What follows belongs to an exercise in optimizing a design on an open flow for small area, a short achievable clock period and few clock cycles per item; a production flow would make more cautious choices. In this exercise RTL edits were held to simulation tests only and were not proved equivalent to the original. Power and IR drop assume default switching activity.

## flow/design.v (module list and top-level ports; edited modules follow where they fit)
// module attention_microkernel_engine: 1332 lines
// module attn_ks_add: 27 lines
module attention_microkernel_engine #(
    parameter int unsigned XLEN      = 32,
    parameter int unsigned MAX_K     = 256,   
    parameter int unsigned WORD_ELEMS = 4     
) (
    input  logic                   clk_i,
    input  logic                   rst_ni,
    input  logic                   cfg_valid_i,
    input  logic [$clog2(MAX_K+1)-1:0] cfg_k_i,
    input  logic signed [15:0]      cfg_scale_i,
    input  logic [3:0]             cfg_shift_i,
    input  logic signed [31:0]      cfg_clip_min_i,
    input  logic signed [31:0]      cfg_clip_max_i,
    input  logic                   cfg_enable_scale_i,
    input  logic                   cfg_enable_clip_i,
    input  logic                   load_q_valid_i,
    input  logic [$clog2((MAX_K+WORD_ELEMS-1)/WORD_ELEMS)-1:0] load_q_idx_i,
    input  logic [31:0]            load_q_word_i,
    input  logic                   load_k_valid_i,
    input  logic [$clog2((MAX_K+WORD_ELEMS-1)/WORD_ELEMS)-1:0] load_k_idx_i,
    input  logic [31:0]            load_k_word_i,
    input  logic                   start_i,
    output logic                   busy_o,
    output logic                   done_o,
    output logic                   result_valid_o,
    output logic signed [31:0]      result_o
);
  // ...
==> flow/run.sh <==
#!/bin/bash
# synth_recipe.tcl (not shown) runs the flow's synth.tcl, then flattens the netlist and writes it again
# the make line also repeats each setting of config.mk as NAME=value (left out here)
make -C /OpenROAD-flow-scripts/flow DESIGN_CONFIG=/design/flow/config.mk WORK_HOME=/design/flow/orfs CLKGATE_MAP_FILE= SYNTH_SCRIPT=/design/flow/synth_recipe.tcl finish
==> flow/config.mk <==
export PLATFORM = sky130hd
export DESIGN_NAME = attention_microkernel_engine
export DESIGN_NICKNAME = attention_microkernel_engine
export VERILOG_FILES = /design/flow/design.v
export SDC_FILE = /design/flow/constraint.sdc
export NUM_CORES = 4
export LEC_CHECK = 0
export ABC_AREA = 1
export CAP_MARGIN = 20
export CORE_MARGIN = 2
export CORE_UTILIZATION = 40
export SLEW_MARGIN = 20
==> flow/constraint.sdc <==
create_clock -name core_clock -period 17.0 [get_ports {clk_i}]
set_input_delay 3.4000 -clock core_clock [delete_from_list [all_inputs] [get_ports {clk_i}]]
set_output_delay 3.4000 -clock core_clock [all_outputs]
set_load 0.01 [all_outputs]
==> impl_metrics.yaml, run 1 <==
layout:
  design_area_um2: 211200
  fillers: 43050
  utilization_pct: 45.52
  seq_cells: 4782
  synthToLayoutAreaGrowth_pct: 13.20
  final-clk-cell-share_pct: 7.425
  num-nonclk-buffers: 535
  final_common_cell: "nand2_1"
  inverters: 1446
  multi_input_area_share_pct: 28.15
pwr:
  p_leak_nw: 82.75
  total_power_mw: 37.51
  internal-power_mw: 24.17
detailed_routing:
  drt-met1-wl_um: 256700
  drtPass1Iterations: 7
die:
  die_y_um: 686.9
  num_io_pins: 212
cts:
  numCtsBuffers: 475
placement:
  io_buffers: 211
sta:
  final.setup.tns_ns: 0
  fin_hold_ws_ns: 0.3203
  worst_slew_pin_slew_ns: 1.247
  rsz0062_at_grt: "no"
  finalClockSkew_ns: 0.1037
  period_needed_ns: 5.830
logic_synthesis:
  synth-xor-area-share_pct: 1.801
  synth_mux_area_share_pct: 0.3172
  synth_seq_cells: 4782
run_status:
  outcome: "timing/DRC/antenna clean"
global_route:
  grt_pass1_vias: 125800
  grt_first_pass_wirelength_um: 905400
critical_path:
  regToRegStartpoint: "acc_s[1]$_DFF_PN0_"
  cp.arrival_ns: 6.72
  crit_start: "acc_s[1]$_DFF_PN0_"
  worst-path-max-fanout: 17
  cp-start-kind: "register"
  cp_cell_sequence: "ha_1 > fa_1 > nand2_1 > inv_1 > o21ai_0 > nand2_1 > a31oi_1 > inv_1 > nand2_1 > nand3_1 > nand2_1 > clkinv_1 > nand2_1 > nand2_1 > nand2_1 > nand2_1 > fa_1 > fa_1 > inv_1 > fa_1 > inv_1 > fa_1"
  r2r_cells: 22
Testbench counts, summed over its fixed seeds: cycles 21,768, items 512.
==> run 2, diff against run 1 <==
==> flow/flow/run.sh (new file) <==
#!/bin/bash
# The standard layout (the standard.sh), with two changes to how it is made:
# - ports are buffered with buf_4 cells instead of the cell buffer_ports picks;
# - repair_timing aims for 12 ns of setup slack (a 5 ns period) instead of 0,
#   so it sizes the paths that would set the achieved period.
# The clock period and all constraints are the design's.
set -euo pipefail
bash standard.sh \
  BUFFER_PORTS_ARGS="-buffer_cell sky130_fd_sc_hd__buf_4" \
  SETUP_SLACK_MARGIN=12 \
  finish > make_finish.log 2>&1
==> flow/standard.sh (new file) <==
#!/bin/bash
# synth_recipe.tcl (not shown) runs the flow's synth.tcl, then flattens the netlist and writes it again
# the make line also repeats each setting of config.mk as NAME=value (left out here)
make -C /OpenROAD-flow-scripts/flow DESIGN_CONFIG=/design/flow/config.mk WORK_HOME=/design/flow/orfs CLKGATE_MAP_FILE= SYNTH_SCRIPT=/design/flow/synth_recipe.tcl "${@:-finish}"
removed: flow/run.sh
==> run 2 against run 1 <==
Compared with the run above: total power hardly changed; synthesized cell count stayed put; worst setup slack better by 0.79 ns; count of clock-buffer cells in the layout is 58 higher; clock power hardly changed; critical path depth is 5 lower; maximum frequency is 16% higher; clock skew is 0.0044 ns higher; hold slack better by 0.019 ns; largest power group unchanged; core utilization hardly changed; global-route usage is 0.16 points higher; still clean on timing, DRC and antenna; via count hardly changed.
==> impl_metrics.yaml, run 2 <==
detailed_routing:
  drt_iter0_markers: 17180
  ant_nets: 0
  wl_um: 640200
  wl_per_cell_um: 26.24
  drtPass1Iterations: 6
  drcViolationCount: 0
  num_vias: 133800
  via_per_inst: 5.482
sta:
  finalClockSkew_ns: 0.1081
  min_period_over_period_pct: 29.65
  setup_viol: 0
  relSlewSlack_pct: 12.47
  clock.fmax_mhz: 198.4
  rsz0062_at_grt: "yes"
  report.final.slew_viol_count: 0
  worst_slew_pin_slew_ns: 1.310
  hold_viol: 0
  period_needed_ns: 5.040
  final.setup.tns_ns: 0
global_route:
  grt_max_degree: 138
  antenna_found_initial: 37
  grt_pass1_vias: 126200
  grt_first_pass_wirelength_um: 910900
  grt_overflow: 0
  grt_util_all_layers_pct: 26.36
die:
  die_y_um: 686.9
  placementRows: 250
  num_io_pins: 212
  start_util_pct: 40.22
  fp.dieArea_um2: 471900
  core_area_um2: 463900
  die_x_um: 686.9
layout:
  reg_top3: "k_ring: 2048 flops, q_mem: 2048 flops"
  synthToLayoutAreaGrowth_pct: 13.10
  drive_gt1_share_pct: 9.365
  finalNonFillerCells: 24400
  ff_latch_area_um2: 118300
  utilization_pct: 45.48
  multi_input_comb_area_um2: 59930
  finalNetCount: 18570
  fillers: 43020
  layout_common_cells: "nand2_1, o21ai_0, dfxtp_1"
  final_common_cell: "nand2_1"
logic_synthesis:
  async_flop_share_pct: 4.475
  syn_inst: 17830
  synth.area.top_cells: "edfxtp_1, dfxtp_1, nand2_1"
  ys_seq_area_share_pct: 63.37
  yosys.area.top_type: "edfxtp_1"
  synthMostInstantiatedCell: "nand2_1"
  synth_area_per_cell_um2: 10.46
  synth_top_cell_area_share_pct: 34.45
  synth_common_cells: "nand2_1, o21ai_0, dfxtp_1"
  synth_area_um2: 186600
  synth-main-ff-cell: "dfxtp_1"
  synth_cell_type_count: 67
  synth_seq_cells: 4782
  synth-edff-count: 2140
  yosysWarningCount: 3
critical_path:
  cp-start-kind: "register"
  cp.arrival_ns: 5.96
  end_kind: "register"
  crit_required_ns: 17.92
  path_class: "reg2reg"
  worst-path-max-fanout: 24
cts:
  clock_path_buffers: 4
  clock_latency_ns: 1.07
  cts_max_level: 5
  numCtsBuffers: 470
  cts_sinks: 4782
  cts_tree: "built"
  clock-root-buffer: "clkbuf_16"
  clkTransAtPathRegs_ns: 0.06
pwr:
  sw_frac_of_total_pct: 35.62
  seq_power_share_pct: 38.0
  pwr-share-comb_pct: 34.6
  p_sw_mw: 13.36
  p_per_area_nw_per_um2: 177.8
  p_leak_nw: 82.80
  internal-power_mw: 24.15
  total_power_mw: 37.52
  p_clk_share_pct: 27.4
  peakVddDrop_mv: 0.2826
placement:
  io_buffers: 211
  dp.cells: 23480
  dp_hpwl_um: 405300
  place.gp.congestion: 0.9694
hold_path:
  hold_class: "reg2reg"
run:
  max_cap_viol_count: 0
run_status:
  outcome: "timing/DRC/antenna clean"
run 2: kinds of logic after synthesis:
group / synth area share, %
flops: 63.37
simple gates: 12.56
xor+xnor: 1.801
compound gates: 11.68
buf+inv: 5.153
mux: 0.3172
other cells: 0.002010
fa+ha+maj: 5.120
run 2: worst max-delay path, cell delays in order, from the launching register on:
cell and delay [ns]:
dfrtp_1 0.46, inv_1 0.20, ha_1 0.37, inv_1 0.10, nor2_1 0.57, nand3_1 0.73, inv_1 0.56, buf_4 0.56
nand2_1 0.10, nand2_1 0.08, inv_1 0.04, nand4_1 0.09, a211oi_1 0.09, nand3_1 0.19, o21ai_0 0.29, nand3_1 0.19
o211ai_1 0.15, inv_1 0.09
run 2: cell type report:
| cell class | count | share of cell area [%] |
|---|---|---|
| Sequential cell | 4782 | 56.05 |
| Multi-Input combinational cell | 10550 | 28.40 |
| Timing Repair Buffer | 563 | 2.091 |
| Clock inverter | 174 | 0.7691 |
| Timing Repair inverter | 1 | 0.003558 |
| Tap cell | 6174 | 3.661 |
| Clock buffer | 705 | 6.407 |
| Antenna cell | 11 | 0.01305 |
| Inverter | 1446 | 2.601 |
run 2: final timing paths:
kind	from	endpoint	slack, ns	cells past startpoint
min	k_ring[960]$_DFF_P_	k_ring[928]$_DFF_P_	0.34	2
max in group asynchronous	rst_ni	acc_s[1]$_DFF_PN0_	13.14	2
min in group asynchronous	rst_ni	q_vld[5]$_DFFE_PN0P_	2.36	1
max	cov_q[0]$_DFF_PN0_	op_q[30]$_DFF_P_	11.96	17
max reg2reg	cov_q[0]$_DFF_PN0_	op_q[30]$_DFF_P_	11.96	17
min reg2reg	k_ring[960]$_DFF_P_	k_ring[928]$_DFF_P_	0.34	2
run 2: power by group through the flow:
stage / clock network (mW) / registers (mW) / logic (mW)
floorplan: 0 / 14.3 / 8.72
global placement: 0 / 14.5 / 12.4
detailed placement: 0 / 14.5 / 12.6
CTS: 10.4 / 14.3 / 12.8
global route: 10.8 / 14.4 / 14.9
finish: 10.3 / 14.3 / 13.0
run 2: per-layer routing:
| metal | up-vias | track usage, % | routed length (µm) |
|---|---|---|---|
| met2 | 6749 | 40.91 | 282200 |
| met4 | 18 | 12.81 | 36680 |
| met5 | - | 0 | 164 |
| met3 | 1587 | 5.727 | 64210 |
| li1 | 60280 | - | - |
| met1 | 65150 | 35.03 | 257000 |
run 2: what timing repair did:
action,CTS,global route
resized for setup,60,91
gates cloned,1,4
setup buffers,6,20
endpoints found under the hold margin,0,0
setup endpoints to repair,90,120
pin swaps,0,15
hold buffers,0,0
run 2: stage by stage:
step / hold slack, ns / area, µm² / worst slack (ns)
final: 0.3389 / 211000 / 11.96
after global routing: 0.3475 / 211000 / 11.95
after CTS: 0.3452 / 210200 / 11.93
after detailed placement: 0.3381 / 194800 / 11.22
after global placement: 0.3357 / 194800 / 11.25
after floorplan: 0.3312 / 186600 / 12.17

==> static timing again, ports no longer ideal <==
The results above use ideal ports. As a check the final layouts listed here were re-extracted and re-timed, cells and wires unchanged. Step 1, drivers: a clkbuf_16 drives clk_i and a buf_2 each remaining input, both assumed. Step 2 also shifts input and output timing later by t, the mid clock arrival at the registers, as if the neighbouring blocks saw the same clock. a / b / c = ideal ports / drivers / drivers and shift; a / b = the first two.
run	t, ns	setup slack, ns	latest minus earliest clock arrival (ns)	worst register clock-pin slew, ns	pins driven straight from the clock port
run 1	1.129	11.170 / 11.170 / 11.170	0.108 / 0.108	0.07 / 0.07	1
run 2	1.138	11.960 / 11.877 / 11.854	0.110 / 0.110	0.07 / 0.07	1
After both steps setup and hold are still met in every run listed. For run 2, which loses most, drivers alone change the setup slack by -0.083 ns; drivers and shift together by -0.106 ns.
